From an optimization exercise on the open Yosys and OpenROAD flow, aimed at small area; shortcuts taken in it are not production practice. Where RTL was checked, it was by simulation tests only, not by an equivalence proof against the original. For run 1, only the layout was checked, not whether the RTL still works.

==> flow/design.v, too long to show whole: its modules and the start of the top module <==
// module mini_fir_mac: 998 lines
// module mini_fir_cpa: 17 lines
// module mini_fir_fa: 4 lines
// module mini_fir_iha: 4 lines
// module mini_fir_xnor2: 3 lines
// module mini_fir_or2: 3 lines
// module mini_fir_dp: 35 lines
// module mini_fir_ctrl: 57 lines
// module mini_fir: 54 lines
module mini_fir #(
    parameter NUM = 1
)(
    input        clk,
    input        rst_n,
    input  [3:0] i_addr,
    input  [7:0] i_data_wr,
    input        i_wr,
    input        i_rd,
    output [7:0] o_data_rd,
    input  [7:0] i_din,
    output reg [7:0] o_dout
);
  // ...
==> flow/run.sh <==
#!/bin/bash
# synth_recipe.tcl (not shown) runs the flow's synth.tcl, then flattens the netlist and writes it again
# the make line also repeats each setting of config.mk as NAME=value (left out here)
make -C /OpenROAD-flow-scripts/flow DESIGN_CONFIG=/design/flow/config.mk WORK_HOME=/design/flow/orfs CLKGATE_MAP_FILE= SYNTH_SCRIPT=/design/flow/synth_recipe.tcl finish
==> flow/config.mk <==
export PLATFORM = sky130hd
export DESIGN_NAME = mini_fir
export DESIGN_NICKNAME = mini_fir
export VERILOG_FILES = /design/flow/design.v
export SDC_FILE = /design/flow/constraint.sdc
export NUM_CORES = 4
export LEC_CHECK = 0
export ABC_AREA = 1
export CAP_MARGIN = 20
export CORE_MARGIN = 2
export CORE_UTILIZATION = 65
export CTS_BUF_LIST = sky130_fd_sc_hd__clkbuf_8
export CTS_CLUSTER_DIAMETER = 30
export GPL_TIMING_DRIVEN = 0
export SLEW_MARGIN = 20
export SYNTH_HIERARCHICAL = 1
==> flow/constraint.sdc <==
create_clock -name core_clock -period 5.5 [get_ports {clk}]
set_input_delay 1.1000 -clock core_clock [delete_from_list [all_inputs] [get_ports {clk}]]
set_output_delay 1.1000 -clock core_clock [all_outputs]
set_load 0.01 [all_outputs]
==> summary.txt, run 1 <==
status - complete, no violations
Post-Synth Simple-Gate Area - 0.172
worst-path fanout max - 10
clock buffer depth - 2
drt via density - 6.07
buffering overhead - 0.0597
commonest non-fill, non-tap cell in the layout - nand2_1
number of global-route vias before repair - 12621
Worst setup EP type - register
TritonCTS Buffers - 17
post-DP HPWL - 39000 um
area occupied by multi-input gates - 11800 um2
total negative slack - 0 ns
Hold Path Sink - u_fir_dp.x_d[24]
EDFF count, synth - 0
total global routing track utilization - 0.402
Clock Skews - 0.0211 ns
met1 usage - 0.539
CP most frequent cell - fa_1
critical path launch point type - register
worst path cell trace - nand2_1, fa_1, fa_1, fa_1, fa_1, fa_1, fa_1, fa_1, fa_2, nand2_1, o21ai_0, inv_1, a21oi_4
postcts setup bufs - 0
drt drc - 0
Compound-Gate Fraction of Synth Area - 0.0235
WL final - 48200 um
Top reg by flops - u_fir_dp.x_d
remaining global-route overflow - 0
most common cell in the netlist - nand2_1
met3 GRT Util - 0.102
most frequent cells in the layout - nand2_1, fa_1, dfxtp_1, nand3_1, o21ai_0
DRT met1 WL - 17300 um
Multi-In Gates - 1210
met2 WL - 22600 um
WL met3 - 5410 um
core footprint - 24200 um2
reg2reg start - u_fir_ctrl.o_coeff_04[3]
fraction of area in registers - 0.197
synth top area cells - fa_1, nand2_1, dfrtp_1
post-route setup slack - 0.0832 ns
initial antenna violation count - 0
==> run 2, diff against run 1 <==
--- a/flow/design.v
+++ b/flow/design.v
@@ -107,18 +107,19 @@
 wire fs363, fc363, fs364, fc364, fs365, fc365, fs366, fc366, fs367, fc367, fs368, fc368;
 wire fs369, fc369, fs370, fc370, fs371, fc371, fs372, fc372, fs373, fc373, fs374, fc374;
 wire fs375, fc375, fs376, fc376, fs377, fc377, fs378, fc378, fs379, fc379, fs380, fc380;
 wire fs381, fc381, fs382, fc382, fs383, fc383, fs384, fc384, fs385, fc385, fs386, fc386;
 wire fs387, fc387, fs388, fc388, fs389, fc389, fs390, fc390, fs391, fc391, fs392, fc392;
 wire fs393, fc393, fs394, fc394, fs395, fc395, fs396, fc396, fs397, fc397, fs398, fc398;
 wire fs399, fc399, hs7, hc7, hs8, hc8, fs400, fc400, fs401, fc401, fs402, fc402;
 wire fs403, fc403, fs404, fc404, fs405, fc405, fs406, fc406, fs407, fc407, fs408, fc408;
-wire fs409, fc409, fs410, fc410, fs411, fc411, fs412, fc412, hs9, hc9, mc0, mc1;
-wire mc2, mc3, mc4, mc5, mc6;
+wire fs409, fc409, fs410, fc410, fs411, fc411, fs412, fc412, hs9, hc9, lg0, lp0;
+wire lg1, lp1, lg2, lp2, lg3, lp3, lg4, lp4, lg5, lp5, lg6, lp6;
+wire lg7, lp7, lc1, lc2, lc3, lc4, lgg, lpp, lcout_n;
 assign p0_0_0 = ~(i_c0[0] & i_x0[0]);
 assign p0_0_1 = ~(i_c0[0] & i_x0[1]);
 assign p0_0_2 = ~(i_c0[0] & i_x0[2]);
 assign p0_0_3 = ~(i_c0[0] & i_x0[3]);
 assign p0_0_4 = ~(i_c0[0] & i_x0[4]);
 assign p0_0_5 = ~(i_c0[0] & i_x0[5]);
 assign p0_0_6 = ~(i_c0[0] & i_x0[6]);
 assign p0_0_7 = ~(i_c0[0] & i_x0[7]);
@@ -980,26 +981,42 @@
 mini_fir_fa u_fa406 (.a(fs370), .b(fc390), .c(fs391), .s(fs406), .co(fc406));
 mini_fir_fa u_fa407 (.a(fs372), .b(fc391), .c(fs392), .s(fs407), .co(fc407));
 mini_fir_fa u_fa408 (.a(fs374), .b(fc392), .c(fs393), .s(fs408), .co(fc408));
 mini_fir_fa u_fa409 (.a(fs376), .b(fc393), .c(fs394), .s(fs409), .co(fc409));
 mini_fir_fa u_fa410 (.a(fs378), .b(fc394), .c(fs395), .s(fs410), .co(fc410));
 mini_fir_fa u_fa411 (.a(fc378), .b(fs396), .c(fc395), .s(fs411), .co(fc411));
 mini_fir_fa u_fa412 (.a(fs382), .b(fc396), .c(fs397), .s(fs412), .co(fc412));
 mini_fir_fa u_ha9 (.a(fc397), .b(fs398), .c(1'b1), .s(hs9), .co(hc9));
-assign mc0 = fc399 | hs7;
-assign mc1 = (hc7 & hs8) | (mc0 & (hc7 | hs8));
-assign mc2 = (hc8 & fs400) | (mc1 & (hc8 | fs400));
-assign mc3 = (fc400 & fs401) | (mc2 & (fc400 | fs401));
-assign mc4 = (fc401 & fs402) | (mc3 & (fc401 | fs402));
-assign mc5 = (fc402 & fs403) | (mc4 & (fc402 | fs403));
-assign mc6 = (fc403 & fs404) | (mc5 & (fc403 | fs404));
+assign lg0 = 1'b0;
+assign lp0 = ~fs399;
+assign lg1 = (~fc399 & ~hs7);
+assign lp1 = (~fc399 | ~hs7);
+assign lg2 = (~hc7 & ~hs8);
+assign lp2 = (~hc7 | ~hs8);
+assign lg3 = (~hc8 & ~fs400);
+assign lp3 = (~hc8 | ~fs400);
+assign lg4 = (~fc400 & ~fs401);
+assign lp4 = (~fc400 | ~fs401);
+assign lg5 = (~fc401 & ~fs402);
+assign lp5 = (~fc401 | ~fs402);
+assign lg6 = (~fc402 & ~fs403);
+assign lp6 = (~fc402 | ~fs403);
+assign lg7 = (~fc403 & ~fs404);
+assign lp7 = (~fc403 | ~fs404);
+assign lc1 = lg0;
+assign lc2 = lg1 | (lp1 & lc1);
+assign lc3 = lg2 | (lp2 & lc2);
+assign lc4 = lg3 | (lp3 & lc3);
+assign lgg = (lg4 & lp5 & lp6 & lp7) | (lg5 & lp6 & lp7) | (lg6 & lp7) | (lg7);
+assign lpp = lp4 & lp5 & lp6 & lp7;
+assign lcout_n = ~(lgg | (lpp & lc4));
 assign o_a_n = {hc9, fc412, fc411, fc410, fc409, fc408, fc407, fc406, fc405, fc404};
 assign o_b_n = {fc398, hs9, fs412, fs411, fs410, fs409, fs408, fs407, fs406, fs405};
-assign o_c_n = mc6;
+assign o_c_n = lcout_n;
 endmodule
 module mini_fir_cpa (
     input  [9:0] i_a_n,
     input  [9:0] i_b_n,
     input         i_c_n,
     output [10:0] o_sum
 );
 wire [10:0] c_n;
==> summary.txt, run 2 <==
initial drt markers - 1337
TritonCTS Buffers - 17 (unchanged)
Post-Synth Simple-Gate Area - 0.173 (+0.00126)
Hold WC Path Type - reg -> reg
core footprint - 24200 um2 (+0.30%)
main combinational cell family by area after synthesis - adder cells
fin crit share - 0.984
biggest area consumer among synthesized cells - fa_1
grt met2 use - 0.632
setup violators final - 0
Initial Util - 0.658
Async SR Flop Fraction - 0.483
post-detailed-route wirelength per cell - 25.8 um
Synth Flop Type - dfxtp_1
Worst Path Arrival - 5.82 ns
critical path launch point type - register
total global routing track utilization - 0.406 (+0.00418)
XOR/XNOR Fraction of Synth Area - 0
largest net degree at the start of global routing - 44
Yosys top cell area share - 0.543
drt via density - 6.14 (+1.2%)
warning count from the yosys run - 9
Die Y - 161 um
grt peak-use layer - met2
Post-Syn Instances - 1543
Max-Cap Viols - 0
initial antenna violation count - 0 (unchanged)
Slew Viols, Final - 0
Yosys cell types - 24
CTS sink count - 149
slew at the pin closest to its max-slew limit - 0.821 ns
Top reg by flops - u_fir_dp.x_d
worst hold slack - 0.332 ns
CTS clk-pin slew, worst paths - 0.12 ns
EDFF count, synth - 0 (unchanged)
clock buffer depth - 2 (unchanged)
Final Hold Viols - 0
Die W - 161 um
most frequent cells in the layout - nand2_1, fa_1, dfxtp_1, nand3_1, o21ai_0
synthesis-to-finish area growth - 7.79%
# rows - 57
post-route insts no fill - 1895
Setup CP Type - reg -> reg
post-DP HPWL - 38800 um (-0.44%)
number of global-route vias before repair - 12695 (+0.59%)
post-synthesis mux area share - 0
drt drc - 0 (unchanged)
reg2reg path depth - 15
nets - 2015
met3 GRT Util - 0.123 (+0.0204)
io pins - 40
first-pass GRT wire length - 75400 um
Peak Freq - 185 MHz
Root Buffer - clkbuf_8
Core Util, Final - 0.710
most common cell in the netlist - nand2_1
Clock Skews - 0.0225 ns (+0.00137 ns)
commonest non-fill, non-tap cell in the layout - nand2_1
CTS tree - done
WL final - 48900 um (+1.5%)
WHS Path Cells - 0
total negative slack - 0 ns (unchanged)
Relative slew margins - 0.453
Vias - 11635
worst skew pair latency - 0.49 ns
RSZ-0062 raised after global routing - false
post-route setup slack - 0.0869 ns (+0.00369 ns)
n_diodes - 0
top flop regs - u_fir_dp.x_d (56), u_fir_dp.sa_n (10), u_fir_dp.sb_n (10)
Compound-Gate Fraction of Synth Area - 0.0229 (-0.000658)
worst-path fanout max - 10 (unchanged)
share of cells above drive strength 1 - 0.115
CP required - 5.91 ns
Routed Antenna Nets - 0
GP Congestion - 0.992
hold buffers post-CTS - 0
die area - 25800 um2
post-synthesis average cell area - 10.3 um2
Largest register FFs - 56
Worst setup EP type - register
Yosys reg bits - 149
DP Cell Count - 1915
adder-cell share of the synthesized area - 0.543
port bufs - 38
pre-CTS setup slack - -0.432 ns
synth top area cells - fa_1, nand2_1, dfrtp_1
commonest cells in the netlist - nand2_1, fa_1, clkbuf_1
drt pass-1 iters - 7
met1 usage - 0.529 (-0.00985)
H-tree level count - 4
remaining global-route overflow - 0 (unchanged)
minimum clock period - 5.41 ns
mapped cell area - 16000 um2
sequential fraction of the synthesis area - 0.209
status - complete, no violations
run 2: worst paths after layout:
path / end / startpoint / slack (ns)
setup / recovery: u_fir_dp.sc_n / u_fir_ctrl.o_coeff_00[6] / 0.09
hold / removal: u_fir_dp.x_d[48] / u_fir_dp.x_d[40] / 0.33
setup reg to reg: u_fir_dp.sc_n / u_fir_ctrl.o_coeff_00[6] / 0.09
hold reg to reg: u_fir_dp.x_d[48] / u_fir_dp.x_d[40] / 0.33
max in group asynchronous: u_fir_ctrl.o_coeff_00[1] / rst_n / 4.30
min in group asynchronous: o_dout[6] / rst_n / 0.55
run 2: stage by stage:
step,instance area (um2)
4_1_cts,17100
3_3_place_gp,16800
2_1_floorplan,16000
5_1_grt,17200
6_report,17200
3_5_place_dp,16800
run 2: modules after synthesis, one instance, submodules excluded:
| module | flip-flops and latches | cells inside |
|---|---|---|
| mini_fir_fa | 0 | 1 |
| mini_fir_cpa | 0 | 11 |
| mini_fir_dp | 77 | 95 |
| mini_fir_mac | 0 | 612 |
| mini_fir_ctrl | 64 | 358 |
| mini_fir | 8 | 34 |
run 2: per-layer routing:
| metal | vias up | wire length, um |
|---|---|---|
| li1 | 4641 | - |
| met1 | 5915 | 17400 |
| met2 | 886 | 22800 |
| met3 | 193 | 5750 |
| met4 | 0 | 2970 |
| met5 | - | 0 |
run 2: worst max-delay path: stages (launching register included):
cell,delay (ns)
dfrtp_2,0.55
nand2_1,0.13
fa_1,0.61
fa_1,0.46
fa_1,0.48
fa_1,0.56
fa_1,0.45
fa_1,0.58
fa_1,0.45
fa_1,0.59
nand2_1,0.10
nand2_1,0.07
inv_1,0.04
nand2_1,0.05
nand2_1,0.08
nor2_4,0.15
run 2: cells by family after synthesis:
| family | Yosys count |
|---|---|
| and+or+nand+nor | 697 |
| adders and majority gates | 433 |
| buffers and inverters | 190 |
| DFF | 149 |
| AOI/OAI and AO/OA | 73 |
| other | 1 |
run 2: final cells by class:
class	instances	area, um2
sequential	149	3410
buffer	92	522
inverter	40	150
tap	324	405
fill	1850	7040
clock inverter	15	178
clock buffer	17	234
timing repair buffer	45	455
multi-input combinational	1213	11800
run 2: what timing repair did:
item	4_1_cts	5_1_grt
gates resized for setup	73	51
setup buffers	0	6
setup endpoints to repair	14	10
pin swaps	0	0
cloned	0	0
==> run 3, diff against run 2 <==
==> flow/flow/run.sh (new file) <==
#!/bin/bash
# The standard layout, except that the port buffers are the smallest buffer
# (sky130_fd_sc_hd__buf_1) instead of ORFS's default choice.
set -euo pipefail
bash standard.sh "BUFFER_PORTS_ARGS=-buffer_cell sky130_fd_sc_hd__buf_1" finish > standard.log 2>&1
==> flow/standard.sh (new file) <==
#!/bin/bash
# synth_recipe.tcl (not shown) runs the flow's synth.tcl, then flattens the netlist and writes it again
# the make line also repeats each setting of config.mk as NAME=value (left out here)
make -C /OpenROAD-flow-scripts/flow DESIGN_CONFIG=/design/flow/config.mk WORK_HOME=/design/flow/orfs CLKGATE_MAP_FILE= SYNTH_SCRIPT=/design/flow/synth_recipe.tcl "${@:-finish}"
removed: flow/run.sh
==> summary.txt, run 3 <==
Setup CP Type - reg -> reg
slew at the pin closest to its max-slew limit - 0.818 ns (-0.00241 ns)
initial antenna violation count - 0 (unchanged)
H-tree level count - 4 (unchanged)
mapped cell area - 16000 um2 (unchanged)
setup violators final - 0 (unchanged)
Worst setup EP type - register
top flop regs - u_fir_dp.x_d (56), u_fir_dp.sa_n (10), u_fir_dp.sb_n (10)
largest net degree at the start of global routing - 28 (-36%)
CTS clk-pin slew, worst paths - 0.10 ns (-0.02 ns)
TritonCTS Buffers - 17 (unchanged)
Post-Syn Instances - 1543 (unchanged)
drt via density - 6.12 (-0.30%)
post-detailed-route wirelength per cell - 25.3 um (-1.9%)
nets - 2016 (+0.050%)
Vias - 11606 (-0.25%)
commonest cells in the netlist - nand2_1, fa_1, clkbuf_1
Critical path buffers and inverters - 2 (+1)
post-DP HPWL - 38700 um (-0.34%)
Peak Freq - 185 MHz (+0.37%)
number of global-route vias before repair - 12932 (+1.9%)
Die W - 161 um (unchanged)
min-delay src - u_fir_dp.x_d[42]
n_diodes - 0 (unchanged)
GP Congestion - 0.993 (about the same)
CP most frequent cell - fa_1
most common cell in the netlist - nand2_1
reg2reg start - u_fir_ctrl.o_coeff_06[5]
critical path launch point type - register
post-synthesis average cell area - 10.3 um2 (unchanged)
minimum clock period - 5.39 ns (-0.0202 ns)
worst skew pair latency - 0.48 ns (about the same)
Worst Path Arrival - 5.76 ns (-0.06 ns)
area occupied by multi-input gates - 11900 um2 (about the same)
met3 GRT Util - 0.134 (+0.0111)
Root Buffer - clkbuf_8
WL final - 48000 um (-1.8%)
register area - 3420 um2 (+0.18%)
CP required - 5.87 ns (-0.04 ns)
most frequent cells in the layout - nand2_1, fa_1, dfxtp_1, nand3_1, o21ai_0
slowest CP cell - fa_1
Async SR Flop Fraction - 0.483 (unchanged)
CTS sink count - 149 (unchanged)
CTS tree - done
Clock Skews - 0.0203 ns (-0.00219 ns)
port bufs - 38 (unchanged)
met1 usage - 0.525 (-0.00428)
# rows - 57 (unchanged)
reg2reg path depth - 11 (-4)
Hold Path Sink - u_fir_dp.x_d[50]
grt met2 use - 0.618 (-0.0143)
Yosys reg bits - 149 (unchanged)
Routed Antenna Nets - 0 (unchanged)
share of cells above drive strength 1 - 0.117 (+0.00247)
drt pass-1 iters - 6 (-1)
FF-to-FF End - u_fir_dp.sb_n[3]
total negative slack - 0 ns (unchanged)
clock buffer depth - 2 (unchanged)
remaining global-route overflow - 0 (unchanged)
Max-Cap Viols - 0 (unchanged)
Initial Util - 0.658 (unchanged)
commonest non-fill, non-tap cell in the layout - nand2_1
Relative slew margins - 0.455 (+0.00160)
synthesis-to-finish area growth - 6.59%
io pins - 40 (unchanged)
Yosys cell types - 24 (unchanged)
core footprint - 24200 um2 (unchanged)
Top reg by flops - u_fir_dp.x_d
total global routing track utilization - 0.404 (-0.00179)
Die Y - 161 um (unchanged)
first-pass GRT wire length - 75400 um (about the same)
Hold WC Path Type - reg -> reg
synth top area cells - fa_1, nand2_1, dfrtp_1
warning count from the yosys run - 9 (unchanged)
hold buffers post-CTS - 0 (unchanged)
initial drt markers - 1280 (-4.3%)
flop2flop setup slack - 0.11 ns (+0.02 ns)
Core Util, Final - 0.702 (-0.00789)
sequential fraction of the synthesis area - 0.209 (unchanged)
EDFF count, synth - 0 (unchanged)
status - complete, no violations
Largest register FFs - 56 (unchanged)
biggest area consumer among synthesized cells - fa_1
worst path cell trace - clkbuf_1, nand2_1, fa_1, fa_1, fa_1, fa_1, fa_1, fa_1, fa_1, fa_1, buf_4
Final Hold Viols - 0 (unchanged)
Synth Flop Type - dfxtp_1
grt peak-use layer - met2
Yosys top cell area share - 0.543 (unchanged)
# fillers - 1874 (+1.3%)
crit-path max cell delay - 0.61 ns (about the same)
die area - 25800 um2 (unchanged)
WHS Path Cells - 0 (unchanged)
worst-path fanout max - 8 (-2)
crit-path leading delay family - adder cells
Slew Viols, Final - 0 (unchanged)
drt drc - 0 (unchanged)
fin crit share - 0.981 (-0.00367)
==> run 3: layout make-up <==
cell class / instances / area share
well taps: 324 / 0.0238
clock buffers: 17 / 0.0138
plain buffers: 91 / 0.0309
multi-input cells: 1213 / 0.696
clock inverters: 15 / 0.00971
inverters: 40 / 0.00882
repair buffers: 47 / 0.0155
flip-flops and latches: 149 / 0.201
==> run 3: timing repair <==
item,CTS,global route
gates resized for setup,51,92
pin swaps,0,2
buffers inserted,0,6
setup endpoints to repair,14,13
==> run 3: stage by stage <==
step / hold slack [ns] / worst slack [ns] / area, um2 / instances
finish: 0.339 / 0.107 / 17000 / 1896
global route: 0.354 / -0.00145 / 17000 / 1896
CTS: 0.348 / 0.000786 / 16900 / 1896
detailed placement: 0.334 / -0.512 / 16600 / 1917
global placement: 0.331 / -0.455 / 16500 / 1914
floorplan: 0.329 / 0.328 / 16000 / 1552
==> run 3: routing by layer <==
| metal | vias up | wire length [um] |
|---|---|---|
| met2 | 839 | 22200 |
| met5 | - | 0 |
| met1 | 5932 | 17100 |
| met4 | 0 | 3040 |
| met3 | 205 | 5640 |
| li1 | 4630 | - |
==> run 3: worst max-delay path by stage <==
stage | from | cells past startpoint | to | slack (ns)
after floorplan | u_fir_ctrl.o_coeff_00[1] | 12 | u_fir_dp.sb_n[3] | 0.33
after global placement | u_fir_ctrl.o_coeff_02[2] | 16 | u_fir_dp.sc_n | -0.46
after detailed placement | u_fir_ctrl.o_coeff_02[2] | 16 | u_fir_dp.sc_n | -0.51
after CTS | u_fir_ctrl.o_coeff_03[2] | 15 | u_fir_dp.sc_n | 0.0008
after global routing | u_fir_dp.x_d[25] | 16 | u_fir_dp.sc_n | -0.001
final | u_fir_ctrl.o_coeff_06[5] | 11 | u_fir_dp.sb_n[3] | 0.11
==> run 3: logic make-up (layout without fill, tap and decap cells) <==
group           Yosys count  in the layout  synth area share
simple gates            697            697             0.173
fa+ha+maj               433            433             0.543
buf+inv                 190            210            0.0512
flops                   149            149             0.209
compound gates           73             73            0.0229
other cells               1             10          0.000235
==> run 3: Yosys stat by module (local to each module, per instance) <==
module         flip-flops and latches  cells  times used
mini_fir_fa                         0      1         433
mini_fir_ctrl                      64    358           1
mini_fir_cpa                        0     11           1
mini_fir                            8     34           1
mini_fir_dp                        77     95           1
mini_fir_mac                        0    612           1
==> run 3: worst reg2reg max path, delay by kind of cell, from the launching register on <==
family        cells  cell delay, ns
fa+ha+maj         8            4.00
buf+inv           2            0.68
flops             1            0.43
simple gates      1            0.19

re-timing with driven ports:
In the flow no input, the clock included, has a driving cell. The finished layouts below were timed again as built, in two steps.
Step 1, drivers: a clkbuf_16 drives clk and a buf_2 each remaining input, both assumed.
Step 2 moves the port delays by t, midway between the first and last clock arrival at a register: inputs arrive t later, outputs are due t later. That takes back most of the time a late clock gives input paths.
Slacks: no drivers / after step 1 / after step 2; pairs: no drivers / after step 1.
run	t (ns)	slack for setup (ns)	clock arrival spread, ns	worst register clock-pin slew, ns
run 1	0.528	0.083 / 0.083 / 0.083	0.022 / 0.021	0.11 / 0.11
run 2	0.528	0.087 / 0.087 / 0.087	0.025 / 0.025	0.12 / 0.12
run 3	0.522	0.107 / 0.107 / 0.107	0.020 / 0.021	0.11 / 0.11
After both steps setup and hold are still met in every run listed.
